This design comes from an exercise in tuning for small area, a short achievable clock period and few clock cycles on the open sky130 flow, not from production work.
The RTL was checked by simulation tests, not by an equivalence proof against the original design.
Power is estimated from default activity; no workload was simulated.

<file path="design.v">
module MUX(
input[31:0] input1,
input[31:0] input2,
input select,
output reg[31:0] output1
);
always @ (*)
begin
	if (select == 1)
	begin
		output1 = input2;
	end
	else begin
		output1 = input1;
	end
end
endmodule
module adder(
input[31:0] input1,
input[31:0] input2,
output[31:0] output1
);
assign output1 = input1 + input2;
endmodule
`timescale 1ns / 1ps
module alu(
	input [5:0] Func_in, 
	input [31:0] A_in, 
	input [31:0] B_in,
	input upper,
	output reg [31:0] O_out,
	output reg Branch_out, 
	output reg Jump_out
);
	reg [31:0]	AdderInputB;
	reg			AdderCarryIn;
	reg [31:0]	AdderOut;
	reg [31:0] LogicOut;
	reg [31:0] SltOut;
	reg [31:0] ShiftOut;
	reg [31:0] BranchOut;
	reg Sign;
	reg Zero;
	reg LTZ;
	reg LEZ;
	reg GTZ;
	reg GEZ;
	reg Eq;
	reg DoBranch,DoJump;
	always @(*) begin
		if (Func_in[1]) begin
			AdderInputB = ~B_in;
		end else begin
			AdderInputB = B_in;
		end
		AdderOut = A_in + AdderInputB + Func_in[1];
		case (Func_in[1:0])
			2'b00:
			LogicOut = A_in & B_in;
			2'b01:
			LogicOut = A_in | B_in;
			2'b10:
			LogicOut = A_in ^ B_in;
			2'b11:
			LogicOut = ~(A_in | B_in);
		endcase
		if (Func_in[0]) begin
			SltOut = A_in < B_in;
		end else begin
			SltOut = $signed(A_in) < $signed(B_in);
		end
		BranchOut = A_in;
		Sign = A_in[31];
		Zero = A_in[31:0] == 32'b0;
		LTZ = Sign;
		LEZ = Sign || Zero;
		GTZ = ~Sign && ~Zero;
		GEZ = ~Sign;
		Eq = A_in == B_in;
		DoBranch = 1'b0;
		DoJump = 1'b0;
		case (Func_in[2:0])
			3'b000:  
				DoBranch = LTZ;
			3'b001:  
				DoBranch = GEZ;
			3'b010:  
				DoJump = 1'b1;
			3'b011:  
				DoJump = 1'b1;
			3'b100:  
				DoBranch = Eq;
			3'b101:  
				DoBranch = ~Eq;
			3'b110:  
				DoBranch = LEZ;
			3'b111:  
				DoBranch = GTZ;
			default:
				DoBranch = 1'b0;
		endcase
		case (Func_in[1:0])
			2'b00:  
				ShiftOut = B_in << A_in[4:0];
			2'b01:  
				ShiftOut = B_in >> A_in[4:0];
			2'b11:  
				ShiftOut = $signed(B_in) >>> A_in[4:0];
			default:
				ShiftOut = B_in;
		endcase
		Branch_out = 1'b0;
		Jump_out = 1'b0;
		if (Func_in[5:2] == 4'b1000) begin
			O_out = AdderOut;
		end else if (Func_in[5:2] == 4'b1001) begin
			O_out = LogicOut;
		end else if (Func_in[5:3] == 3'b101) begin
			O_out = SltOut;
		end else if (Func_in[5:3] == 3'b110) begin
			O_out = ShiftOut;
		end else if (Func_in[5:3] == 3'b111) begin
			O_out = BranchOut;
			Branch_out = DoBranch;
			Jump_out = DoJump;
		end else begin
			O_out = B_in;
		end
		if (upper)
		begin
			O_out = AdderOut << 16;
		end
	end
endmodule
module controlunit(
	input[31:0] instruction,
	output reg[5:0] Func_in,
	output reg mux1Select,
	output reg mux2Select,
	output reg mux3Select,
	output reg muxShiftSelect,
	output reg re_in,
	output reg we_in,
	output reg i_Write_Enable,
	output reg linkReg,
	output reg jumpReg,
	output reg upper,
	output reg lhunsigned_out,
	output reg lhsigned_out,
	output reg lbunsigned_out,
	output reg lbsigned_out,
	output reg signExtendEnable,
	output reg [1:0] size_in
);
wire [5:0] Opcode = instruction[31:26];
wire [5:0] Func = instruction[5:0];
always @ (*)
begin
	jumpReg <= 0;
	re_in <= 0;
	we_in <= 0;
	i_Write_Enable <= 1;
	linkReg <= 0;
	mux1Select <= 0;
	mux2Select <= 0;
	mux3Select <= 0;
	Func_in <= 6'b000000;
	muxShiftSelect <= 0;
	upper <= 0;
	lhunsigned_out <= 0;
	lhsigned_out <= 0;
	lbunsigned_out <= 0;
	lbsigned_out <= 0;
	signExtendEnable <= 1;
	size_in <= 3;
	case(Opcode)
		6'h0:   
		begin
		case (Func)
				6'h20:  
				begin
					Func_in <= 6'b100000;
					mux1Select <= 1;
					mux2Select <= 0;
					mux3Select <= 0;
				end
				6'h21:  
				begin
					Func_in <= 6'b100000;
					mux1Select <= 1;
					mux2Select <= 0;
					mux3Select <= 0;
				end
				6'h22:  
				begin
					Func_in <= 6'b100010;
					mux1Select <= 1;
					mux2Select <= 0;
					mux3Select <= 0;
				end
				6'h23:  
				begin
					Func_in <= 6'b100010;
					mux1Select <= 1;
					mux2Select <= 0;
					mux3Select <= 0;				
				end
				6'h24:  
				begin
					Func_in <= 6'b100100;
					mux1Select <= 1;
					mux2Select <= 0;
					mux3Select <= 0;
				end
				6'h25:  
				begin
					Func_in <= 6'b100101;
					mux1Select <= 1;
					mux2Select <= 0;
					mux3Select <= 0;
				end
				6'h26:  
				begin
					Func_in <= 6'b100110;
					mux1Select <= 1;
					mux2Select <= 0;
					mux3Select <= 0;
				end
				6'h27:  
				begin
					Func_in <= 6'b100111;
					mux1Select <= 1;
					mux2Select <= 0;
					mux3Select <= 0;
				end
				6'h00:  
				begin
					if (instruction != 0)
					begin
						Func_in <= 6'b110000;
						mux1Select <= 1;
						mux2Select <= 0;
						mux3Select <= 0;
						muxShiftSelect <= 1;
					end
				end
				6'h02:  
				begin
					Func_in <= 6'b110001;
					mux1Select <= 1;
					mux2Select <= 0;
					mux3Select <= 0;
					muxShiftSelect <= 1;
				end
				6'h03:  
				begin
					Func_in <= 6'b110011;
					mux1Select <= 1;
					mux2Select <= 0;
					mux3Select <= 0;
					muxShiftSelect <= 1;
				end
				6'h04:  
				begin
					Func_in <= 6'b110000;
					mux1Select <= 1;
					mux2Select <= 0;
					mux3Select <= 0;				
				end
				6'h06:  
				begin
					Func_in <= 6'b110001;
					mux1Select <= 1;
					mux2Select <= 0;
					mux3Select <= 0;					
				end
				6'h07:  
				begin
					Func_in <= 6'b110011;
					mux1Select <= 1;
					mux2Select <= 0;
					mux3Select <= 0;						
				end
				6'h2a:  
				begin
					Func_in <= 6'b101000;
					mux1Select <= 1;
					mux2Select <= 0;
					mux3Select <= 0;
				end
				6'h2b:  
				begin
					Func_in <= 6'b101001;
					mux1Select <= 1;
					mux2Select <= 0;
					mux3Select <= 0;
				end
				6'h08: 	 
				begin
					jumpReg <= 1;
					Func_in <= 6'b111010;
					i_Write_Enable <= 0;
				end
				6'h09: 
				begin   
					mux1Select <= 1;
					mux2Select <= 0;
					mux3Select <= 0;
					jumpReg <= 1;
					Func_in <= 6'b111010;
					linkReg <= 1;
				end
				6'h18:   
				begin
				end
				6'h19:   
				begin
				end
				6'h1a:   
				begin
				end
				6'h1b:   
				begin
				end
				default:
				begin
					i_Write_Enable <= 0;
				end
			endcase
		end
		6'h08:  		 
		begin
			Func_in <= 6'b100000;
			mux1Select <= 0;
			mux2Select <= 1;
			mux3Select <= 0;
		end
		6'h09:   
		begin
			Func_in <= 6'b100000;
			mux1Select <= 0;
			mux2Select <= 1;
			mux3Select <= 0;
		end	
		6'h0c:   
		begin
			Func_in <= 6'b100100;
			signExtendEnable <= 0;
			mux1Select <= 0;
			mux2Select <= 1;
			mux3Select <= 0;
		end							
		6'h0d:   
		begin
			Func_in <= 6'b100101;
			signExtendEnable <= 0;
			mux1Select <= 0;
			mux2Select <= 1;
			mux3Select <= 0;
		end			
		6'h0e:   
		begin
			Func_in <= 6'b100110;
			signExtendEnable <= 0;
			mux1Select <= 0;
			mux2Select <= 1;
			mux3Select <= 0;
		end			
		6'h0a:   
		begin
			Func_in <= 6'b101000;
			mux1Select <= 0;
			mux2Select <= 1;
			mux3Select <= 0;
		end			
		6'h0b:   
		begin
			Func_in <= 6'b101001;
			mux1Select <= 0;
			mux2Select <= 1;
			mux3Select <= 0;
		end	
		6'h0f:   
		begin
			Func_in <= 6'b100000;
			mux1Select <= 0;
			mux2Select <= 1;
			mux3Select <= 0;
			upper <= 1;
		end			
		6'h04:   
		begin
			Func_in <= 6'b111100;
			mux1Select <= 0;
			mux2Select <= 0;
			mux3Select <= 0;
			i_Write_Enable <= 0;
		end
		6'h05:   
		begin
			Func_in <= 6'b111101;
			mux1Select <= 0;
			mux2Select <= 0;
			mux3Select <= 0;
			i_Write_Enable <= 0;
		end
		6'h06:   
		begin
			Func_in <= 6'b111110;
			mux1Select <= 0;
			mux2Select <= 0;
			mux3Select <= 0;
			i_Write_Enable <= 0;
		end
		6'h01:   
		begin	
			mux1Select <= 0;
			mux2Select <= 0;
			mux3Select <= 0;
			i_Write_Enable <= 0;
			if (instruction[19:16] == 1) begin
				Func_in <= 6'b111001;
			end
			else begin
				Func_in <= 6'b111000;
			end
		end
		6'h07:   
		begin
			Func_in <= 6'b111111;
			mux1Select <= 0;
			mux2Select <= 0;
			mux3Select <= 0;
			i_Write_Enable <= 0;
		end				
		6'h02:   
		begin
			Func_in <= 6'b111010;
			i_Write_Enable <= 0;
		end
		6'h03:   
		begin
			Func_in <= 6'b111010;
			linkReg <= 1;
		end
		6'h20:  
		begin
			Func_in <= 6'b100000;
			mux1Select <= 0;
			mux2Select <= 1;
			mux3Select <= 1;
			re_in <= 1;
			we_in <= 0;
			lbsigned_out <= 1;
		end
		6'h24:  
		begin
			Func_in <= 6'b100000;
			mux1Select <= 0;
			mux2Select <= 1;
			mux3Select <= 1;
			re_in <= 1;
			we_in <= 0;
			lbunsigned_out <= 1;
		end
		6'h21:  
		begin
			Func_in <= 6'b100000;
			mux1Select <= 0;
			mux2Select <= 1;
			mux3Select <= 1;
			re_in <= 1;
			we_in <= 0;
			lhsigned_out <= 1;
		end
		6'h25:  
		begin
			Func_in <= 6'b100000;
			mux1Select <= 0;
			mux2Select <= 1;
			mux3Select <= 1;
			re_in <= 1;
			we_in <= 0;
			lhunsigned_out <= 1;
		end
		6'h23:  
		begin
			Func_in <= 6'b100000;
			mux1Select <= 0;
			mux2Select <= 1;
			mux3Select <= 1;
			re_in <= 1;
			we_in <= 0;
		end
		6'h28:   
		begin
			Func_in <= 6'b100000;
			mux1Select <= 0;
			mux2Select <= 1;
			mux3Select <= 0;
			re_in <= 0;
			we_in <= 1;
			i_Write_Enable <= 0;
			size_in <= 0;
		end
		6'h29:   
		begin
			Func_in <= 6'b100000;
			mux1Select <= 0;
			mux2Select <= 1;
			mux3Select <= 0;
			re_in <= 0;
			we_in <= 1;
			i_Write_Enable <= 0;
			size_in <= 1;
		end
		6'h2b:   
		begin
			Func_in <= 6'b100000;
			mux1Select <= 0;
			mux2Select <= 1;
			mux3Select <= 0;
			re_in <= 0;
			we_in <= 1;
			i_Write_Enable <= 0;
		end
	endcase
end
endmodule
module regfile	#(	parameter DATA_WIDTH = 32,
					parameter REG_ADDR_WIDTH = 5
			)
			(	 
				input i_Clk,
				input reset,
				input [REG_ADDR_WIDTH-1:0] i_RS_Addr,
				input [REG_ADDR_WIDTH-1:0] i_RT_Addr,
				input i_Write_Enable,
				input [REG_ADDR_WIDTH-1:0] i_Write_Addr,
				input [DATA_WIDTH-1:0] i_Write_Data,
				output [DATA_WIDTH-1:0] o_RS_Data,
				output [DATA_WIDTH-1:0] o_RT_Data
			);
	reg [DATA_WIDTH-1:0] Register[0:(2**REG_ADDR_WIDTH)-1];
	assign o_RS_Data = (i_RS_Addr == 0) ? 0 : Register[i_RS_Addr];
	assign o_RT_Data = (i_RT_Addr == 0) ? 0 : Register[i_RT_Addr];
	always @(posedge i_Clk)
	begin
		if( i_Write_Enable && (i_Write_Addr != 0) )
		begin
			Register[i_Write_Addr] <= i_Write_Data;
		end
	end
endmodule
module signextender(
input enable,
input[15:0] input1,
output reg [31:0] output1
);
always @ (*)
begin
	output1[15:0] = input1;
	output1[31:16] = 0;
	if (enable)
	begin
		output1[31:16] = {16{input1[15]}};
	end
end
endmodule
module hazardDetectionNoStall(
input[4:0] writeReg2,
input[4:0] writeReg3,
input[4:0] reg1,
input[4:0] reg2,
input[5:0] opcode,
input[5:0] func,
output reg hazardReg1,
output reg hazardReg2
);
wire[4:0] writeRegI = (opcode == 6'h03) ? 5'd31 : writeReg2;
always @(*)
begin
	hazardReg1 <= 0;
	hazardReg2 <= 0;
	if (opcode == 0) begin
		if (func != 0) begin
			if (func != 8) begin
				if (writeReg3 != 0 && reg1 == writeReg3)
				begin
					hazardReg1 <= 1;
				end
				if (writeReg3 != 0 && reg2 == writeReg3)
				begin
					hazardReg2 <= 1;
				end
			end
		end
		else begin
			if (writeReg3 != 0 && reg1 == writeReg3)
			begin
				hazardReg1 <= 1;
			end
			if (writeReg3 != 0 && reg2 == writeReg3)
			begin
				hazardReg2 <= 1;
			end
		end
	end
	else begin
		if (	opcode[5:2] != 4'b1010 && opcode != 6'h02 && 
				opcode != 6'h04 && opcode != 6'h05 && opcode != 6'h06 && 
				opcode != 6'h07 && opcode != 6'h01) 
		begin
			if (writeRegI != 0 && reg1 == writeRegI)
			begin
				hazardReg1 <= 1;
			end
			if (writeRegI != 0 && reg2 == writeRegI)
			begin
				hazardReg2 <= 1;
			end
		end
	end
end
endmodule
module hazardDetectionStall(
input[4:0] reg2write,
input[4:0] reg1,
input[4:0] reg2,
input[5:0] opcodeWrite,
input[5:0] opcodeRead,
input[5:0] funcRead,
output reg stall
);
wire loadWrite = (opcodeWrite == 6'h20) || (opcodeWrite == 6'h21) || (opcodeWrite == 6'h23) ||
                 (opcodeWrite == 6'h24) || (opcodeWrite == 6'h25);
wire readsRT = (opcodeRead == 6'h00) || (opcodeRead[5:3] == 3'b101) ||
               (opcodeRead == 6'h04) || (opcodeRead == 6'h05);
always @(*)
begin
	stall = 0;
	if (loadWrite) 
	begin
		if (reg1 == reg2write)
		begin
			stall = 1;
		end
		if (readsRT)
		begin
			if (reg2 == reg2write)
			begin
				stall = 1;
			end
		end
	end
end
endmodule
module programcounter(
input clock,
input reset,
input stall,
input[31:0] input1,
output reg[31:0] output1
);
always @(posedge clock or posedge reset)
begin
	if (reset == 1)
	begin
		output1 <= 32'h003FFFFC;
	end
	else
	begin
		if (!stall) begin
			output1 <= input1;
		end
		else
		begin
			output1 <= output1;
		end
	end
end
endmodule
`timescale 1ns / 1ps
module inst_rom #(
	parameter ADDR_WIDTH=8,
	parameter INIT_PROGRAM=""
)
(
	input	clock,
	input reset,
	input stall,
	input [31:0] addr_in,
	output [31:0] data_out,
	output [ADDR_WIDTH+1:2] rom_addr,
	input [31:0] rom_data
);
	reg [31:0] out;
	wire[31:0] addr_inMinus4;
	assign data_out = {out[7:0],out[15:8],out[23:16],out[31:24]}; 
	assign addr_inMinus4 = addr_in - 4;
	assign rom_addr = stall ? addr_inMinus4[ADDR_WIDTH+1:2] : addr_in[ADDR_WIDTH+1:2];
	always @(posedge clock) begin
		if (reset) begin
			out <= 32'h00000000;
		end else begin
			out <= rom_data;
		end
	end
endmodule
`timescale 1ns / 1ps
module data_memory(
	input clock,
	input reset,
	input		[31:0]	addr_in,
	input		[31:0]	writedata_in,
	input					re_in,
	input					we_in,
	input		[1:0]		size_in,
	input 				lhunsigned_outEXMEM,
	input 				lhsigned_outEXMEM,
	input 				lbunsigned_outEXMEM,
	input 				lbsigned_outEXMEM,
	output	reg [31:0]	readdata_out,
	output	[31:0]	mem_addr,
	output	[31:0]	mem_wdata,
	output	[3:0]		mem_wstrb,
	input		[31:0]	mem_rdata
);
	wire [1:0] lsbs = addr_in[1:0];
	assign mem_addr = addr_in;
	always @(*) begin
		readdata_out = mem_rdata;
		if (lhunsigned_outEXMEM)
		begin
			readdata_out = readdata_out >> (16 * lsbs[1]);
			readdata_out[31:16] = 0;
		end
		if (lhsigned_outEXMEM) 
		begin
			readdata_out = readdata_out >> (16 * lsbs[1]);
			readdata_out[31:16] = {16{readdata_out[15]}};
		end
		if (lbunsigned_outEXMEM) 
		begin
			readdata_out = readdata_out >> (8 * lsbs);
			readdata_out[31:8] = 0;
		end
		if (lbsigned_outEXMEM) 
		begin
			readdata_out = readdata_out >> (8 * lsbs);
			readdata_out[31:8] = {24{readdata_out[7]}};
		end
	end
	reg [3:0] rowWE;
	always @(*) begin
		case(size_in)
			2'b00: rowWE = { addr_in[1:0] == 3, addr_in[1:0] == 2, addr_in[1:0] == 1, addr_in[1:0] == 0 };
			2'b01: rowWE = { {2{addr_in[1:0] == 2}}, {2{addr_in[1:0]==0}}};
			2'b10: rowWE = 4'b0000;  
			2'b11: rowWE = { {4{addr_in[1:0] == 0}} };
		endcase
	end
	reg	[31:0]	write_data;
	always @(*) begin
		case(size_in)
			2'b00: write_data = {writedata_in[7:0], writedata_in[7:0], writedata_in[7:0], writedata_in[7:0]};
			2'b01: write_data = {writedata_in[15:0], writedata_in[15:0]};
			default: write_data = writedata_in[31:0];
		endcase
	end
	assign mem_wdata = write_data;
	assign mem_wstrb = we_in ? rowWE : 4'b0000;
endmodule
module IFIDPipe(
input clock,
input reset,
input stall,
input[31:0] instructionROMOut,
input[31:0] pcPlus4,
input Branch_out,
input Jump_out,
input prediction,
output reg[31:0] instructionROMOutIFID,
output reg[31:0] pcPlus4IFID,
output reg predictionIFID
);
always @(posedge clock or posedge reset)
begin
	if (reset == 1)
	begin
		instructionROMOutIFID <= 0;
		pcPlus4IFID <= 0;
		predictionIFID <= 0;
	end
	else begin 
		if (Branch_out == 1)
		begin
			instructionROMOutIFID <= 0;
			pcPlus4IFID <= 0;
			predictionIFID <= 0;
		end
		else begin
			if (Jump_out == 1)
			begin
				instructionROMOutIFID <= 0;
				pcPlus4IFID <= 0;
				predictionIFID <= 0;
			end
			else
			begin
				if (!stall) begin
					instructionROMOutIFID <= instructionROMOut;
					pcPlus4IFID <= pcPlus4;
					predictionIFID <= prediction;
				end
			end
		end
	end
end
endmodule
module IDEXPipe(
input clock,
input reset,
input stall,
input[31:0] pcPlus4IFID,
input[5:0] Func_in,
input mux1Select,
input mux2Select,
input mux3Select,
input re_in,
input we_in,
input i_Write_Enable,
input linkReg,
input jumpReg,
input[31:0] o_RS_Data,
input[31:0] o_RT_Data,
input [4:0] reg1,
input [4:0] reg2,
input [4:0] reg3,
input[31:0] signextended,
input[31:0] jumpAddress,
input[31:0] branchAddress,
input[31:0] instructionROMOutIFID,
input Branch_out,
input Jump_out,
input muxShiftSelect,
input upper,
input predictionIFID,
input lhunsigned_out,
input lhsigned_out,
input lbunsigned_out,
input lbsigned_out,
input [1:0] size_in,
output reg[31:0] pcPlus4IDEX,
output reg[5:0] Func_inIDEX,
output reg mux1SelectIDEX,
output reg mux2SelectIDEX,
output reg mux3SelectIDEX,
output reg re_inIDEX,
output reg we_inIDEX,
output reg i_Write_EnableIDEX,
output reg linkRegIDEX,
output reg jumpRegIDEX,
output reg[31:0] o_RS_DataIDEX,
output reg[31:0] o_RT_DataIDEX,
output reg[4:0] reg1IDEX,
output reg[4:0] reg2IDEX,
output reg[4:0] reg3IDEX,
output reg[31:0] signextendedIDEX,
output reg[31:0] jumpAddressIDEX,
output reg[31:0] branchAddressIDEX,
output reg[31:0] instructionROMOutIDEX,
output reg muxShiftSelectIDEX,
output reg upperIDEX,
output reg predictionIDEX,
output reg lhunsigned_outIDEX,
output reg lhsigned_outIDEX,
output reg lbunsigned_outIDEX,
output reg lbsigned_outIDEX,
output reg [1:0] size_inIDEX
);
parameter DELAY_SLOT_ENABLE = 0;
always @(posedge clock or posedge reset)
begin
	if (reset)
	begin
		pcPlus4IDEX <= 0;
		Func_inIDEX <= 0;
		mux1SelectIDEX <= 0;
		mux2SelectIDEX <= 0;
		mux3SelectIDEX <= 0;
		re_inIDEX <= 0;
		we_inIDEX <= 0;
		i_Write_EnableIDEX <= 0;
		linkRegIDEX <= 0;
		jumpRegIDEX <= 0;
		o_RS_DataIDEX <= 0;
		o_RT_DataIDEX <= 0;
		reg1IDEX <= 0;
		reg2IDEX <= 0;
		reg3IDEX <= 0;
		signextendedIDEX <= 0;
		jumpAddressIDEX <= 0;
		branchAddressIDEX <= 0;
		instructionROMOutIDEX <= 0;
		muxShiftSelectIDEX <= 0;
		upperIDEX <= 0;
		predictionIDEX <= 0;
		lhunsigned_outIDEX <= 0;
		lhsigned_outIDEX <= 0;
		lbunsigned_outIDEX <= 0;
		lbsigned_outIDEX <= 0;
		size_inIDEX <= 0;
	end
	else begin 
		if (stall)
		begin
			pcPlus4IDEX <= 0;
			Func_inIDEX <= 0;
			mux1SelectIDEX <= 0;
			mux2SelectIDEX <= 0;
			mux3SelectIDEX <= 0;
			re_inIDEX <= 0;
			we_inIDEX <= 0;
			i_Write_EnableIDEX <= 0;
			linkRegIDEX <= 0;
			jumpRegIDEX <= 0;
			o_RS_DataIDEX <= 0;
			o_RT_DataIDEX <= 0;
			reg1IDEX <= 0;
			reg2IDEX <= 0;
			reg3IDEX <= 0;
			signextendedIDEX <= 0;
			jumpAddressIDEX <= 0;
			branchAddressIDEX <= 0;
			instructionROMOutIDEX <= 0;
			muxShiftSelectIDEX <= 0;
			upperIDEX <= 0;
			predictionIDEX <= 0;
			lhunsigned_outIDEX <= 0;
			lhsigned_outIDEX <= 0;
			lbunsigned_outIDEX <= 0;
			lbsigned_outIDEX <= 0;
			size_inIDEX <= 0;
		end
		else begin
			if (Branch_out && !DELAY_SLOT_ENABLE)
			begin
				pcPlus4IDEX <= 0;
				Func_inIDEX <= 0;
				mux1SelectIDEX <= 0;
				mux2SelectIDEX <= 0;
				mux3SelectIDEX <= 0;
				re_inIDEX <= 0;
				we_inIDEX <= 0;
				i_Write_EnableIDEX <= 0;
				linkRegIDEX <= 0;
				jumpRegIDEX <= 0;
				o_RS_DataIDEX <= 0;
				o_RT_DataIDEX <= 0;
				reg1IDEX <= 0;
				reg2IDEX <= 0;
				reg3IDEX <= 0;
				signextendedIDEX <= 0;
				jumpAddressIDEX <= 0;
				branchAddressIDEX <= 0;
				instructionROMOutIDEX <= 0;
				muxShiftSelectIDEX <= 0;
				upperIDEX <= 0;
				predictionIDEX <= 0;
				lhunsigned_outIDEX <= 0;
				lhsigned_outIDEX <= 0;
				lbunsigned_outIDEX <= 0;
				lbsigned_outIDEX <= 0;
				size_inIDEX <= 0;
			end
			else begin
				if (Jump_out && !DELAY_SLOT_ENABLE)
				begin
					pcPlus4IDEX <= 0;
					Func_inIDEX <= 0;
					mux1SelectIDEX <= 0;
					mux2SelectIDEX <= 0;
					mux3SelectIDEX <= 0;
					re_inIDEX <= 0;
					we_inIDEX <= 0;
					i_Write_EnableIDEX <= 0;
					linkRegIDEX <= 0;
					jumpRegIDEX <= 0;
					o_RS_DataIDEX <= 0;
					o_RT_DataIDEX <= 0;
					reg1IDEX <= 0;
					reg2IDEX <= 0;
					reg3IDEX <= 0;
					signextendedIDEX <= 0;
					jumpAddressIDEX <= 0;
					branchAddressIDEX <= 0;
					instructionROMOutIDEX <= 0;
					muxShiftSelectIDEX <= 0;
					upperIDEX <= 0;
					predictionIDEX <= 0;
					lhunsigned_outIDEX <= 0;
					lhsigned_outIDEX <= 0;
					lbunsigned_outIDEX <= 0;
					lbsigned_outIDEX <= 0;
					size_inIDEX <= 0;
				end
				else begin
					pcPlus4IDEX <= pcPlus4IFID;
					Func_inIDEX <= Func_in;
					mux1SelectIDEX <= mux1Select;
					mux2SelectIDEX <= mux2Select;
					mux3SelectIDEX <= mux3Select;
					re_inIDEX <= re_in;
					we_inIDEX <= we_in;
					i_Write_EnableIDEX <= i_Write_Enable;
					linkRegIDEX <= linkReg;
					jumpRegIDEX <= jumpReg;
					o_RS_DataIDEX <= o_RS_Data;
					o_RT_DataIDEX <= o_RT_Data;
					reg1IDEX <= reg1;
					reg2IDEX <= reg2;
					reg3IDEX <= reg3;
					signextendedIDEX <= signextended;
					jumpAddressIDEX <= jumpAddress;
					branchAddressIDEX <= branchAddress;
					instructionROMOutIDEX <= instructionROMOutIFID;
					muxShiftSelectIDEX <= muxShiftSelect;
					upperIDEX <= upper;
					predictionIDEX <= predictionIFID;
					lhunsigned_outIDEX <= lhunsigned_out;
					lhsigned_outIDEX <= lhsigned_out;
					lbunsigned_outIDEX <= lbunsigned_out;
					lbsigned_outIDEX <= lbsigned_out;
					size_inIDEX <= size_in;
				end
			end
	end
	end
end
endmodule
module EXMEMPipe(
input clock,
input reset,
input[31:0] O_out,
input[31:0] o_RT_DataIDEX,
input re_inIDEX,
input we_inIDEX,
input[4:0] reg2IDEX,
input[4:0] reg3IDEX,
input mux1SelectIDEX,
input mux3SelectIDEX,
input linkRegIDEX,
input[31:0] pcPlus4IDEX,
input[31:0] instructionROMOutIDEX,
input i_Write_EnableIDEX,
input lhunsigned_outIDEX,
input lhsigned_outIDEX,
input lbunsigned_outIDEX,
input lbsigned_outIDEX,
input [1:0] size_inIDEX,
output reg[31:0] O_outEXMEM,
output reg[31:0] o_RT_DataEXMEM,
output reg re_inEXMEM,
output reg we_inEXMEM,
output reg[4:0] reg2EXMEM,
output reg[4:0] reg3EXMEM,
output reg mux1SelectEXMEM,
output reg mux3SelectEXMEM,
output reg linkRegEXMEM,
output reg[31:0] pcPlus4EXMEM,
output reg[31:0] instructionROMOutEXMEM,
output reg i_Write_EnableEXMEM,
output reg lhunsigned_outEXMEM,
output reg lhsigned_outEXMEM,
output reg lbunsigned_outEXMEM,
output reg lbsigned_outEXMEM,
output reg[1:0] size_inEXMEM
);
always @(posedge clock or posedge reset)
begin
	if (reset)
	begin
		O_outEXMEM <= 0;
		o_RT_DataEXMEM <= 0;
		re_inEXMEM <= 0;
		we_inEXMEM <= 0;
		reg2EXMEM <= 0;
		reg3EXMEM <= 0;
		mux1SelectEXMEM <= 0;
		mux3SelectEXMEM <= 0;
		linkRegEXMEM <= 0;
		pcPlus4EXMEM <= 0;
		instructionROMOutEXMEM <= 0;
		i_Write_EnableEXMEM <= 0;
		lhunsigned_outEXMEM <= 0;
		lhsigned_outEXMEM <= 0;
		lbunsigned_outEXMEM <= 0;
		lbsigned_outEXMEM <= 0;
		size_inEXMEM <= 0;
	end
	else 
	begin
		O_outEXMEM <= O_out;
		o_RT_DataEXMEM <= o_RT_DataIDEX;
		re_inEXMEM <= re_inIDEX;
		we_inEXMEM <= we_inIDEX;
		reg2EXMEM <= reg2IDEX;
		reg3EXMEM <= reg3IDEX;
		mux1SelectEXMEM <= mux1SelectIDEX;
		mux3SelectEXMEM <= mux3SelectIDEX;
		linkRegEXMEM <= linkRegIDEX;
		pcPlus4EXMEM <= pcPlus4IDEX;
		instructionROMOutEXMEM <= instructionROMOutIDEX;
		i_Write_EnableEXMEM <= i_Write_EnableIDEX;
		lhunsigned_outEXMEM <= lhunsigned_outIDEX;
		lhsigned_outEXMEM <= lhsigned_outIDEX;
		lbunsigned_outEXMEM <= lbunsigned_outIDEX;
		lbsigned_outEXMEM <= lbsigned_outIDEX;
		size_inEXMEM <= size_inIDEX;
	end
end
endmodule
module MEMWBPipe(
input clock,
input reset,
input[31:0] O_outEXMEM,
input[31:0] o_RT_DataEXMEM,
input[4:0] reg2EXMEM,
input[4:0] reg3EXMEM,
input mux1SelectEXMEM,
input mux3SelectEXMEM,
input linkRegEXMEM,
input[31:0] pcPlus4EXMEM,
input[31:0] instructionROMOutEXMEM,
input i_Write_EnableEXMEM,
input[31:0] readdata_out,
output reg[31:0] O_outMEMWB,
output reg[31:0] o_RT_DataMEMWB,
output reg[4:0] reg2MEMWB,
output reg[4:0] reg3MEMWB,
output reg mux1SelectMEMWB,
output reg mux3SelectMEMWB,
output reg linkRegMEMWB,
output reg[31:0] pcPlus4MEMWB,
output reg[31:0] instructionROMOutMEMWB,
output reg i_Write_EnableMEMWB,
output reg[31:0] readdata_outMEMWB
);
always @(posedge clock or posedge reset)
begin
	if (reset)
	begin
		O_outMEMWB <= 0;
		o_RT_DataMEMWB <= 0;
		reg2MEMWB <= 0;
		reg3MEMWB <= 0;
		mux1SelectMEMWB <= 0;
		mux3SelectMEMWB <= 0;
		linkRegMEMWB <= 0;
		pcPlus4MEMWB <= 0;
		instructionROMOutMEMWB <= 0;
		i_Write_EnableMEMWB <= 0;
		readdata_outMEMWB <= 0;
	end
	else
	begin
		O_outMEMWB <= O_outEXMEM;
		o_RT_DataMEMWB <= o_RT_DataEXMEM;
		reg2MEMWB <= reg2EXMEM;
		reg3MEMWB <= reg3EXMEM;
		mux1SelectMEMWB <= mux1SelectEXMEM;
		mux3SelectMEMWB <= mux3SelectEXMEM;
		linkRegMEMWB <= linkRegEXMEM;
		pcPlus4MEMWB <= pcPlus4EXMEM;
		instructionROMOutMEMWB <= instructionROMOutEXMEM;
		i_Write_EnableMEMWB <= i_Write_EnableEXMEM;
		readdata_outMEMWB <= readdata_out;
	end
end
endmodule
module processor(
input clock,
input reset,
output [11:2] imem_addr,
input [31:0] imem_rdata,
output [31:0] dmem_addr,
output [31:0] dmem_wdata,
output [3:0] dmem_wstrb,
input [31:0] dmem_rdata,
output wb_en,
output [4:0] wb_reg,
output [31:0] wb_data
);
localparam DELAY_SLOT_ENABLE = 1;
wire stall;
wire EXhazardReg1;
wire EXhazardReg2;
wire[31:0] forwardReg1;
wire[31:0] forwardReg2;
wire[31:0] memForwardReg1;
wire[31:0] memForwardReg2;
wire[31:0] pcIn;
wire[31:0] pcPlus4;
wire[31:0] pcOut;
wire[31:0] instructionROMOut;
wire[4:0] reg1;
wire[4:0] reg2;
wire[4:0] reg3;
wire mux1Select;
wire mux2Select;
wire mux3Select;
wire muxShiftSelect;
wire muxShiftSelectIDEX;
wire[4:0] writeReg;
wire[4:0] writeRegOr31;
wire[31:0] writeData;
wire[31:0] writeDataOrPC;
wire[31:0] o_RT_Data;
wire[31:0] o_RS_Data;
wire[31:0] signextended;
wire[31:0] aluInput2;
wire[31:0] aluInput1;
wire[31:0] readdata_out;
wire[31:0] O_out;
wire[5:0] Func_in;
wire Branch_out;
wire Jump_out;
wire re_in;
wire we_in;
wire[1:0] size_in;
wire[1:0] size_inIDEX;
wire[1:0] size_inEXMEM;
wire i_Write_Enable;
wire[31:0] branchAddress;
wire[31:0] mux5in;
wire linkReg;
wire jumpReg;
wire[31:0] mux8out;
wire lhunsigned_out;
wire lhsigned_out;
wire lbunsigned_out;
wire lbsigned_out;
wire[31:0] pcPlus4IFID;
wire[31:0] instructionROMOutIFID;
wire[31:0] pcPlus4IDEX;
wire[5:0] Func_inIDEX;
wire mux1SelectIDEX;
wire mux2SelectIDEX;
wire mux3SelectIDEX;
wire re_inIDEX;
wire we_inIDEX;
wire i_Write_EnableIDEX;
wire linkRegIDEX;
wire jumpRegIDEX;
wire[31:0] o_RS_DataIDEX;
wire[31:0] o_RT_DataIDEX;
wire[4:0] reg1IDEX;
wire[4:0] reg2IDEX;
wire[4:0] reg3IDEX;
wire[31:0] signextendedIDEX;
wire[31:0] jumpAddressIDEX;
wire[31:0] branchAddressIDEX;
wire[31:0] instructionROMOutIDEX;
wire lhunsigned_outIDEX;
wire lhsigned_outIDEX;
wire lbunsigned_outIDEX;
wire lbsigned_outIDEX;
wire[31:0] O_outEXMEM;
wire[31:0] o_RT_DataEXMEM;
wire re_inEXMEM;
wire we_inEXMEM;
wire[4:0] reg2EXMEM;
wire[4:0] reg3EXMEM;
wire mux1SelectEXMEM;
wire mux3SelectEXMEM;
wire linkRegEXMEM;
wire[31:0] pcPlus4EXMEM;
wire[31:0] instructionROMOutEXMEM;
wire i_Write_EnableEXMEM;
wire lhunsigned_outEXMEM;
wire lhsigned_outEXMEM;
wire lbunsigned_outEXMEM;
wire lbsigned_outEXMEM;
wire[31:0] O_outMEMWB;
wire[31:0] o_RT_DataMEMWB;
wire[4:0] reg2MEMWB;
wire[4:0] reg3MEMWB;
wire mux1SelectMEMWB;
wire mux3SelectMEMWB;
wire linkRegMEMWB;
wire[31:0] pcPlus4MEMWB;
wire[31:0] instructionROMOutMEMWB;
wire i_Write_EnableMEMWB;
wire[31:0] readdata_outMEMWB;
wire MEMHazardReg1;
wire MEMHazardReg2;
wire WBHazardReg1;
wire WBHazardReg2;
wire[31:0] forwardFromMemReg1;
wire[31:0] forwardFromMemReg2;
wire[31:0] forwardFromWBReg1;
wire[31:0] forwardFromWBReg2;
wire upper;
wire upperIDEX;
assign reg1 = instructionROMOutIFID[25:21];
assign reg2 = instructionROMOutIFID[20:16];
assign reg3 = instructionROMOutIFID[15:11];
programcounter pc(
.clock(clock),
.reset(reset),
.stall(stall),
.input1(pcIn),
.output1(pcOut)
);
adder adder(
.input1(pcOut),
.input2(4),
.output1(pcPlus4)
);
inst_rom #(
	.ADDR_WIDTH(10)
) myInstructionROM(
	.clock(clock),
	.reset(reset),
	.stall(stall),
	.addr_in(pcIn),
	.data_out(instructionROMOut),
	.rom_addr(imem_addr),
	.rom_data(imem_rdata)
);
wire prediction;
wire predictionIFID;
wire predictionIDEX;
wire branchoutcome;
wire signExtendEnable;
assign prediction = 1'b0;
MUX mux4(
	.input1(pcPlus4),
	.input2(branchAddressIDEX),
	.select(Branch_out),
	.output1(mux5in)
);
MUX mux8(
	.input1(jumpAddressIDEX),
	.input2(aluInput1),
	.select(jumpRegIDEX),
	.output1(mux8out)
);
MUX mux5(
	.input1(mux5in),
	.input2(mux8out),
	.select(Jump_out),
	.output1(pcIn)
);
IFIDPipe IFIDPipe(
	.clock(clock),
	.reset(reset),
	.stall(stall),
	.instructionROMOut(instructionROMOut),
	.pcPlus4(pcPlus4),
	.Jump_out(Jump_out),
	.Branch_out(Branch_out),
	.prediction(prediction),
	.instructionROMOutIFID(instructionROMOutIFID),
	.pcPlus4IFID(pcPlus4IFID),
	.predictionIFID(predictionIFID)
);
controlunit controlunit(
	.instruction(instructionROMOutIFID),
	.Func_in(Func_in),
	.mux1Select(mux1Select),
	.mux2Select(mux2Select),
	.mux3Select(mux3Select),
	.muxShiftSelect(muxShiftSelect),
	.re_in(re_in),
	.we_in(we_in),
	.i_Write_Enable(i_Write_Enable),
	.linkReg(linkReg),
	.jumpReg(jumpReg),
	.upper(upper),
	.lhunsigned_out(lhunsigned_out),
	.lhsigned_out(lhsigned_out),
	.lbunsigned_out(lbunsigned_out),
	.lbsigned_out(lbsigned_out),
	.signExtendEnable(signExtendEnable),
	.size_in(size_in)
);
regfile regfile(
	.i_Clk(clock),
	.reset(reset),
	.i_RS_Addr(reg1),
	.i_RT_Addr(reg2),
	.i_Write_Addr(writeRegOr31),
	.i_Write_Data(writeDataOrPC),
	.i_Write_Enable(i_Write_EnableMEMWB),
	.o_RS_Data(o_RS_Data),
	.o_RT_Data(o_RT_Data)
);
signextender signextender(
	.enable(signExtendEnable),
	.input1(instructionROMOutIFID[15:0]),
	.output1(signextended)
);
adder adder2(
.input1(pcPlus4IFID),
.input2({signextended[29:0], 2'b00}),
.output1(branchAddress)
);
hazardDetectionNoStall hdns(
	.writeReg2(writeRegOr31),
	.writeReg3(writeRegOr31),
	.reg1(reg1),
	.reg2(reg2),
	.opcode(instructionROMOutMEMWB[31:26]),
	.func(instructionROMOutMEMWB[5:0]),
	.hazardReg1(EXhazardReg1),
	.hazardReg2(EXhazardReg2)
);
MUX mux9(
	.input1(o_RS_Data),
	.input2(writeDataOrPC),
	.select(EXhazardReg1),
	.output1(forwardReg1)
);
MUX mux10(
	.input1(o_RT_Data),
	.input2(writeDataOrPC),
	.select(EXhazardReg2),
	.output1(forwardReg2)
);
hazardDetectionStall hds(
	.reg2write(reg2IDEX),
	.reg1(reg1),
	.reg2(reg2),
	.opcodeWrite(instructionROMOutIDEX[31:26]),
	.opcodeRead(instructionROMOutIFID[31:26]),
	.funcRead(instructionROMOutIFID[5:0]),
	.stall(stall)
);
IDEXPipe#(
	.DELAY_SLOT_ENABLE(DELAY_SLOT_ENABLE)
) IDEXPipe(
	.clock(clock),
	.reset(reset),
	.stall(stall),
	.pcPlus4IFID(pcPlus4IFID),
	.Func_in(Func_in),
	.mux1Select(mux1Select),
	.mux2Select(mux2Select),
	.mux3Select(mux3Select),
	.re_in(re_in),
	.we_in(we_in),
	.i_Write_Enable(i_Write_Enable),
	.linkReg(linkReg),
	.jumpReg(jumpReg),
	.o_RS_Data(forwardReg1),
	.o_RT_Data(forwardReg2),
	.reg1(reg1),
	.reg2(reg2),
	.reg3(reg3),
	.signextended(signextended),
	.jumpAddress({{4{instructionROMOutIFID[25]}}, instructionROMOutIFID[25:0], 2'b00}),
	.branchAddress(branchAddress),
	.instructionROMOutIFID(instructionROMOutIFID),
	.muxShiftSelect(muxShiftSelect),
	.upper(upper),
	.predictionIFID(predictionIFID),
	.lhunsigned_out(lhunsigned_out),
	.lhsigned_out(lhsigned_out),
	.lbunsigned_out(lbunsigned_out),
	.lbsigned_out(lbsigned_out),
	.size_in(size_in),
	.Branch_out(Branch_out),
	.Jump_out(Jump_out),
	.pcPlus4IDEX(pcPlus4IDEX),
	.Func_inIDEX(Func_inIDEX),
	.mux1SelectIDEX(mux1SelectIDEX),
	.mux2SelectIDEX(mux2SelectIDEX),
	.mux3SelectIDEX(mux3SelectIDEX),
	.re_inIDEX(re_inIDEX),
	.we_inIDEX(we_inIDEX),
	.i_Write_EnableIDEX(i_Write_EnableIDEX),
	.linkRegIDEX(linkRegIDEX),
	.jumpRegIDEX(jumpRegIDEX),
	.o_RS_DataIDEX(o_RS_DataIDEX),
	.o_RT_DataIDEX(o_RT_DataIDEX),
	.reg1IDEX(reg1IDEX),
	.reg2IDEX(reg2IDEX),
	.reg3IDEX(reg3IDEX),
	.signextendedIDEX(signextendedIDEX),
	.jumpAddressIDEX(jumpAddressIDEX),
	.branchAddressIDEX(branchAddressIDEX),
	.instructionROMOutIDEX(instructionROMOutIDEX),
	.muxShiftSelectIDEX(muxShiftSelectIDEX),
	.upperIDEX(upperIDEX),
	.predictionIDEX(predictionIDEX),
	.lhunsigned_outIDEX(lhunsigned_outIDEX),
	.lhsigned_outIDEX(lhsigned_outIDEX),
	.lbunsigned_outIDEX(lbunsigned_outIDEX),
	.lbsigned_outIDEX(lbsigned_outIDEX),
	.size_inIDEX(size_inIDEX)
);
hazardDetectionNoStall hdnsWB(
	.writeReg2(writeRegOr31),
	.writeReg3(writeRegOr31),
	.reg1(reg1IDEX),
	.reg2(reg2IDEX),
	.opcode(instructionROMOutMEMWB[31:26]),
	.func(instructionROMOutMEMWB[5:0]),
	.hazardReg1(WBHazardReg1),
	.hazardReg2(WBHazardReg2)
);
MUX mux102(
	.input1(o_RS_DataIDEX),
	.input2(writeDataOrPC),
	.select(WBHazardReg1),
	.output1(forwardFromWBReg1)
);
MUX mux103(
	.input1(o_RT_DataIDEX),
	.input2(writeDataOrPC),
	.select(WBHazardReg2),
	.output1(forwardFromWBReg2)
);
hazardDetectionNoStall hdnsMEM(
	.writeReg2(reg2EXMEM),
	.writeReg3(reg3EXMEM),
	.reg1(reg1IDEX),
	.reg2(reg2IDEX),
	.opcode(instructionROMOutEXMEM[31:26]),
	.func(instructionROMOutEXMEM[5:0]),
	.hazardReg1(MEMHazardReg1),
	.hazardReg2(MEMHazardReg2)
);
MUX mux100(
	.input1(forwardFromWBReg1),
	.input2(O_outEXMEM),
	.select(MEMHazardReg1),
	.output1(forwardFromMemReg1)
);
MUX mux101(
	.input1(forwardFromWBReg2),
	.input2(O_outEXMEM),
	.select(MEMHazardReg2),
	.output1(forwardFromMemReg2)
);
MUX mux2(
	.input1(forwardFromMemReg2),
	.input2(signextendedIDEX),
	.select(mux2SelectIDEX),
	.output1(aluInput2)
);
wire [26:0] zero;
assign zero = 0;
MUX muxShift1(
	.input1(forwardFromMemReg1),
	.input2({zero,instructionROMOutIDEX[10:6]}),
	.select(muxShiftSelectIDEX),
	.output1(aluInput1)
);
alu alu(
	.Func_in(Func_inIDEX),
	.A_in(aluInput1),
	.B_in(aluInput2),
	.upper(upperIDEX),
	.O_out(O_out),
	.Branch_out(branchoutcome),
	.Jump_out(Jump_out)
);
assign Branch_out = branchoutcome; 
wire[31:0] O_outLink;
assign O_outLink = linkRegIDEX ? (pcPlus4IDEX + 4) : O_out;
EXMEMPipe EXMEMPipe(	
	.clock(clock),
	.reset(reset),
	.O_out(O_outLink),
	.o_RT_DataIDEX(forwardFromMemReg2),
	.re_inIDEX(re_inIDEX),
	.we_inIDEX(we_inIDEX),
	.reg2IDEX(reg2IDEX),
	.reg3IDEX(reg3IDEX),
	.mux1SelectIDEX(mux1SelectIDEX),
	.mux3SelectIDEX(mux3SelectIDEX),
	.linkRegIDEX(linkRegIDEX),
	.pcPlus4IDEX(pcPlus4IDEX),
	.instructionROMOutIDEX(instructionROMOutIDEX),
	.i_Write_EnableIDEX(i_Write_EnableIDEX),
	.lhunsigned_outIDEX(lhunsigned_outIDEX),
	.lhsigned_outIDEX(lhsigned_outIDEX),
	.lbunsigned_outIDEX(lbunsigned_outIDEX),
	.lbsigned_outIDEX(lbsigned_outIDEX),
	.size_inIDEX(size_inIDEX),
	.O_outEXMEM(O_outEXMEM),
	.o_RT_DataEXMEM(o_RT_DataEXMEM),
	.re_inEXMEM(re_inEXMEM),
	.we_inEXMEM(we_inEXMEM),
	.reg2EXMEM(reg2EXMEM),
	.reg3EXMEM(reg3EXMEM),
	.mux1SelectEXMEM(mux1SelectEXMEM),
	.mux3SelectEXMEM(mux3SelectEXMEM),
	.linkRegEXMEM(linkRegEXMEM),
	.pcPlus4EXMEM(pcPlus4EXMEM),
	.instructionROMOutEXMEM(instructionROMOutEXMEM),
	.i_Write_EnableEXMEM(i_Write_EnableEXMEM),
	.lhunsigned_outEXMEM(lhunsigned_outEXMEM),
	.lhsigned_outEXMEM(lhsigned_outEXMEM),
	.lbunsigned_outEXMEM(lbunsigned_outEXMEM),
	.lbsigned_outEXMEM(lbsigned_outEXMEM),
	.size_inEXMEM(size_inEXMEM)
);
data_memory dmem
(
	.clock(clock),
	.reset(reset),
	.addr_in(O_outEXMEM),
	.writedata_in(o_RT_DataEXMEM),
	.re_in(re_inEXMEM),
	.we_in(we_inEXMEM),
	.size_in(size_inEXMEM),
	.readdata_out(readdata_out),
	.lhunsigned_outEXMEM(lhunsigned_outEXMEM),
	.lhsigned_outEXMEM(lhsigned_outEXMEM),
	.lbunsigned_outEXMEM(lbunsigned_outEXMEM),
	.lbsigned_outEXMEM(lbsigned_outEXMEM),
	.mem_addr(dmem_addr),
	.mem_wdata(dmem_wdata),
	.mem_wstrb(dmem_wstrb),
	.mem_rdata(dmem_rdata)
);
MEMWBPipe MEMWBPipe(
	.clock(clock),
	.reset(reset),
	.O_outEXMEM(O_outEXMEM),
	.o_RT_DataEXMEM(o_RT_DataEXMEM),
	.reg2EXMEM(reg2EXMEM),
	.reg3EXMEM(reg3EXMEM),
	.mux1SelectEXMEM(mux1SelectEXMEM),
	.mux3SelectEXMEM(mux3SelectEXMEM),
	.linkRegEXMEM(linkRegEXMEM),
	.pcPlus4EXMEM(pcPlus4EXMEM),
	.instructionROMOutEXMEM(instructionROMOutEXMEM),
	.i_Write_EnableEXMEM(i_Write_EnableEXMEM),
	.readdata_out(readdata_out),
	.O_outMEMWB(O_outMEMWB),
	.o_RT_DataMEMWB(o_RT_DataMEMWB),
	.reg2MEMWB(reg2MEMWB),
	.reg3MEMWB(reg3MEMWB),
	.mux1SelectMEMWB(mux1SelectMEMWB),
	.mux3SelectMEMWB(mux3SelectMEMWB),
	.linkRegMEMWB(linkRegMEMWB),
	.pcPlus4MEMWB(pcPlus4MEMWB),
	.instructionROMOutMEMWB(instructionROMOutMEMWB),
	.i_Write_EnableMEMWB(i_Write_EnableMEMWB),
	.readdata_outMEMWB(readdata_outMEMWB)
);
MUX mux1(
	.input1(reg2MEMWB),
	.input2(reg3MEMWB),
	.select(mux1SelectMEMWB),
	.output1(writeReg)
);
MUX mux3(
	.input1(O_outMEMWB),
	.input2(readdata_outMEMWB),
	.select(mux3SelectMEMWB),
	.output1(writeData)
);
MUX mux6(
	.input1(writeReg),
	.input2(31),
	.select(linkRegMEMWB && (instructionROMOutMEMWB[31:26] != 0)),
	.output1(writeRegOr31)
);
reg [31:0] pcPlus8MEMWB;
always @(*)
begin
	if (DELAY_SLOT_ENABLE)
	begin
		pcPlus8MEMWB = pcPlus4MEMWB + 4;
	end
	else
	begin
		pcPlus8MEMWB = pcPlus4MEMWB;
	end
end
MUX mux7(
	.input1(writeData),
	.input2(pcPlus8MEMWB),
	.select(linkRegMEMWB),
	.output1(writeDataOrPC)
);
assign wb_en = i_Write_EnableMEMWB && (writeRegOr31 != 0);
assign wb_reg = writeRegOr31;
assign wb_data = writeDataOrPC;
endmodule
</file>
<file path="run.sh">
#!/bin/bash
# synth_recipe.tcl (not shown) runs the flow's synth.tcl, then flattens the netlist and writes it again
# the make line also repeats each setting of config.mk as NAME=value (left out here)
make -C /OpenROAD-flow-scripts/flow DESIGN_CONFIG=/design/flow/config.mk WORK_HOME=/design/flow/orfs CLKGATE_MAP_FILE= SYNTH_SCRIPT=/design/flow/synth_recipe.tcl finish
</file>
<file path="config.mk">
export PLATFORM = sky130hd
export DESIGN_NAME = processor
export DESIGN_NICKNAME = processor
export VERILOG_FILES = /design/flow/design.v
export SDC_FILE = /design/flow/constraint.sdc
export NUM_CORES = 4
export LEC_CHECK = 0
export CAP_MARGIN = 20
export CORE_MARGIN = 2
export CORE_UTILIZATION = 40
export PLACE_DENSITY = 0.6
export SLEW_MARGIN = 20
</file>
<file path="constraint.sdc">
create_clock -name core_clock -period 10.5 [get_ports {clock}]
set_input_delay 2.1000 -clock core_clock [delete_from_list [all_inputs] [get_ports {clock}]]
set_output_delay 2.1000 -clock core_clock [all_outputs]
set_load 0.01 [all_outputs]
</file>
==> run notes <==
* Critical path cell sequence: or4_4 > or2_4 > a31oi_1 > a31oi_4 > or4_4 > buf_4 > and4_1 > or3_2 > nor3_2 > o211a_2 > nand4_1 > mux2i_1 > o21ai_0 > a211oi_2 > nand3_1 > nor4_2 > xnor2_1 > clkdlybuf4s50_1
* Placed cell count at 9,246
* Area Growth Syn to Fin at 15.1%
* Outcome: finished clean
* Finished Core Util at 0.463
* DRC viols at 0
* WP data arrival at 8110 ps
* Ports at 182
* CP max stage cell: nor3_2
* Ratio of final minimum period to clock period at 0.973
* FILL cells at 18,600
* Share of the synthesized area in the top cell type at 0.365
* Final #Nets at 6,852
* Crit path max-delay family: simple AND/OR/NAND/NOR gates
* DR iter-0 viols at 9,046
* Rows at 168
* Post-synth EDFFs at 1,024
* Largest net degree at the start of global routing at 138
* Setup crit end kind: output pin
* Commonest register cell after synthesis: edfxtp_1
* Final Hold Vio Count at 0
* Routability cong. at 1.05
* Power Dens Cells at 248 nW/um^2
* Worst min path class: register to register
* Share of cells above drive strength 1 at 0.219
* Logic pwr share at 0.371
* Area contributors post-synth: edfxtp_1 (36%), mux4_2 (16%), dfrtp_1 (15%)
* Max Root-Sink Buffers at 3
* Initial antenna violation count at 37
* Buffers on Ports at 181
* Crit path max fanout at 10
* Synth area leader: edfxtp_1
* Worst IR Drop VDD at 0.000239 V
* Synthesized cell area at 84,300 um^2
* Max-Cap Viols at 0
* Synth cell types at 97
* Final Max Tran Viols at 0
* Leak Pwr at 34.5 nW
* CTS tree: built
* Final Critical Period at 10,210 ps
* Post-DP HPWL at 238 mm
* Design internal power at 14.5 mW
* Number of global-route vias before repair at 60,400
* Asr flop ratio synth at 0.333
* Syn Area/Cell at 13.1 um^2
* Die Ht at 463 um
* Least-Margin Pin Slew at 1280 ps
* Hold WS at 349 ps
* Core Area at 210,000 um^2
* Drt wl/cell at 36.7 um
* CTS buffer count at 170
* CTS Root Cell: clkbuf_16
* Slew HR at 0.144
* Total grt overflow at 0
* Startpoint types: register
* Die X-Extent at 463 um
* DP Area at 90,700 um^2
* Setup violations, final at 0
* Die area at 214,000 um^2
* Setup Skew at 53.4 ps
* Switching Share at 0.397
* Clk latency of the worst-skew pair at 850 ps
* WS Path Type: register to output pin
* Setup TNS Final at 0 ps
* Tot Pwr at 24.0 mW
* DR vias at 62,400
* DRT antenna net count at 0
* CP required at 8400 ps
* Clock share of power at 0.260
* First-pass DRT Iterations at 6
* Commonest non-fill, non-tap cell in the layout: edfxtp_1
* Syn. warnings at 20
* Commonest non-fill, non-tap cells in the layout: edfxtp_1 (1,024), mux4_2 (612), dfrtp_1 (492)
* Synth Instances at 6,443
* All-layer global routing usage at 0.322
* Fin cells at 9,590
* Final instance area at 97,000 um^2
* Clock transition at path regs at 60 ps
* Vias per cell at 6.51
* CP bufs+invs at 2
* Final worst slack at 288 ps
* Starting density of the core at 0.402
* Sequential fraction of the synthesis area at 0.529
* Max incr delay on CP at 750 ps
* Fmax at 97.9 MHz
* TritonCTS Sinks at 1,583
* Synthesized flop and latch total at 1,583
* Top cell by count, worst path: or4_4
* First-pass GRT wire length at 487 mm
* Part of the power in registers at 0.369
* Switching power at 9.56 mW
* H-tree depth at 4
* Pre-CTS WS at 354 ps
* Drt total wl at 352 mm
## worst register-to-register path, delay by kind of cell (launching register included)
kind | cells | cell delay (ps)
compound gates | 14 | 4650
xor+xnor | 1 | 230
fa+ha+maj | 1 | 460
buf+inv | 6 | 2770
flops | 1 | 450
simple gates | 2 | 260
## logic make-up after synthesis
kind of cell    Yosys count  synth area share
compound gates         1295            0.0980
mux                     985             0.210
buf+inv                 632            0.0290
xor+xnor                211            0.0219
fa+ha+maj               160            0.0239
simple gates           1576            0.0881
flops                  1583             0.529
other cells               1         0.0000445
## worst paths after layout
path	endpoint	startpoint	cells past startpoint	slack, ps
max	imem_addr[11]	MEMWBPipe.instructionROMOutMEMWB[29]$_DFF_PP0_	18	290
max reg2reg	EXMEMPipe.O_outEXMEM[30]$_DFF_PP0_	MEMWBPipe.linkRegMEMWB$_DFF_PP0_	24	1550
min in group asynchronous	IFIDPipe.instructionROMOutIFID[17]$_DFFE_PP0P_	reset	3	1940
max in group asynchronous	MEMWBPipe.mux3SelectMEMWB$_DFF_PP0_	reset	5	6720
min	MEMWBPipe.i_Write_EnableMEMWB$_DFF_PP0_	EXMEMPipe.i_Write_EnableEXMEM$_DFF_PP0_	0	350
min reg2reg	MEMWBPipe.i_Write_EnableMEMWB$_DFF_PP0_	EXMEMPipe.i_Write_EnableEXMEM$_DFF_PP0_	0	350
## sequential cells by signal, summed over array words and instances, names as in the netlist, 6 cells and up
name	count
myInstructionROM.out	32
MEMWBPipe.instructionROMOutMEMWB	22
IDEXPipe.branchAddressIDEX	32
regfile.Register	1024
MEMWBPipe.pcPlus4MEMWB	32
IDEXPipe.instructionROMOutIDEX	8
EXMEMPipe.instructionROMOutEXMEM	18
IDEXPipe.o_RT_DataIDEX	32
IDEXPipe.signextendedIDEX	17
EXMEMPipe.pcPlus4EXMEM	32
IFIDPipe.pcPlus4IFID	32
IDEXPipe.o_RS_DataIDEX	32
EXMEMPipe.O_outEXMEM	32
MEMWBPipe.readdata_outMEMWB	32
pc.output1	32
IDEXPipe.pcPlus4IDEX	30
MEMWBPipe.O_outMEMWB	32
IFIDPipe.instructionROMOutIFID	32
EXMEMPipe.o_RT_DataEXMEM	32
IDEXPipe.Func_inIDEX	6
## synth_stat cells (all sizes together), types with 65 or more instances
cell type  count
a211oi       110
a21oi        348
and2          87
buf          140
clkbuf       347
dfrtp        507
edfxtp      1024
ha           158
inv          139
mux2         121
mux2i        252
mux4         612
nand2        438
nand3        113
nor2         483
nor2b        116
nor3         112
o21ai        340
xnor2        146
xor2          65
## area by class of cell
| cell class | count | area (um^2) | share of cell area |
|---|---|---|---|
| antenna | 18 | 45.0 | 0.000464 |
| timing repair buffer | 466 | 4150 | 0.0428 |
| sequential | 1583 | 44600 | 0.460 |
| tap | 2805 | 3510 | 0.0362 |
| clock buffer | 222 | 4650 | 0.0480 |
| multi-input combinational | 4260 | 38300 | 0.395 |
| inverter | 145 | 548 | 0.00565 |
| clock inverter | 91 | 1090 | 0.0113 |
## per-layer routing
| layer | global-route usage | vias to the layer above | wire length, um |
|---|---|---|---|
| met5 | 0 | - | 122 |
| met4 | 0.140 | 20 | 17700 |
| met3 | 0.0782 | 752 | 38500 |
| met2 | 0.471 | 4033 | 152000 |
| met1 | 0.457 | 32300 | 144000 |
| li1 | - | 25300 | - |
## power by group through the flow
stage          combinational (mW)  sequential [mW]  clock [mW]
5_1_grt                      9.26             8.87        6.56
3_5_place_dp                 8.49             8.94           0
4_1_cts                      8.56             8.82        6.31
3_3_place_gp                 8.49             8.93           0
2_1_floorplan                4.72             8.41           0
6_report                     8.93             8.86        6.25
## repair_timing
item / CTS / global route
pin swaps: 3 / 6
endpoints found under the setup margin: 10 / 10
hold endpoints to repair: 0 / 0
setup buffers: 2 / 7
gates resized for setup: 9 / 56
cloned: 1 / 1
hold buffers: 0 / 0
Testbench counts, summed over its fixed seeds: cycles 105,376.

==> static timing again, ports no longer ideal <==
In the flow no input, the clock included, has a driving cell. The finished layout below was timed again as built, in two steps. Step 1, drivers: a clkbuf_16 drives clock and a buf_2 each remaining input, both assumed. Step 2 adds t to the input delays and takes it off the output delays; t is the mean of the earliest and latest rising clock arrival at the registers after step 1. Input paths then give back, and output paths get back, about the clock's delay inside the block. Slacks: no drivers / after step 1 / after step 2; pairs: no drivers / after step 1.
t (ns): 0.913
setup slack, ns: 0.288 / 0.199 / 1.112
worst setup path after step 2: register to output
pins driven straight from the clock port: 1
After both steps this run still meets setup and hold. For this run, drivers alone change the setup slack by -0.089 ns; drivers and shift together by +0.824 ns.
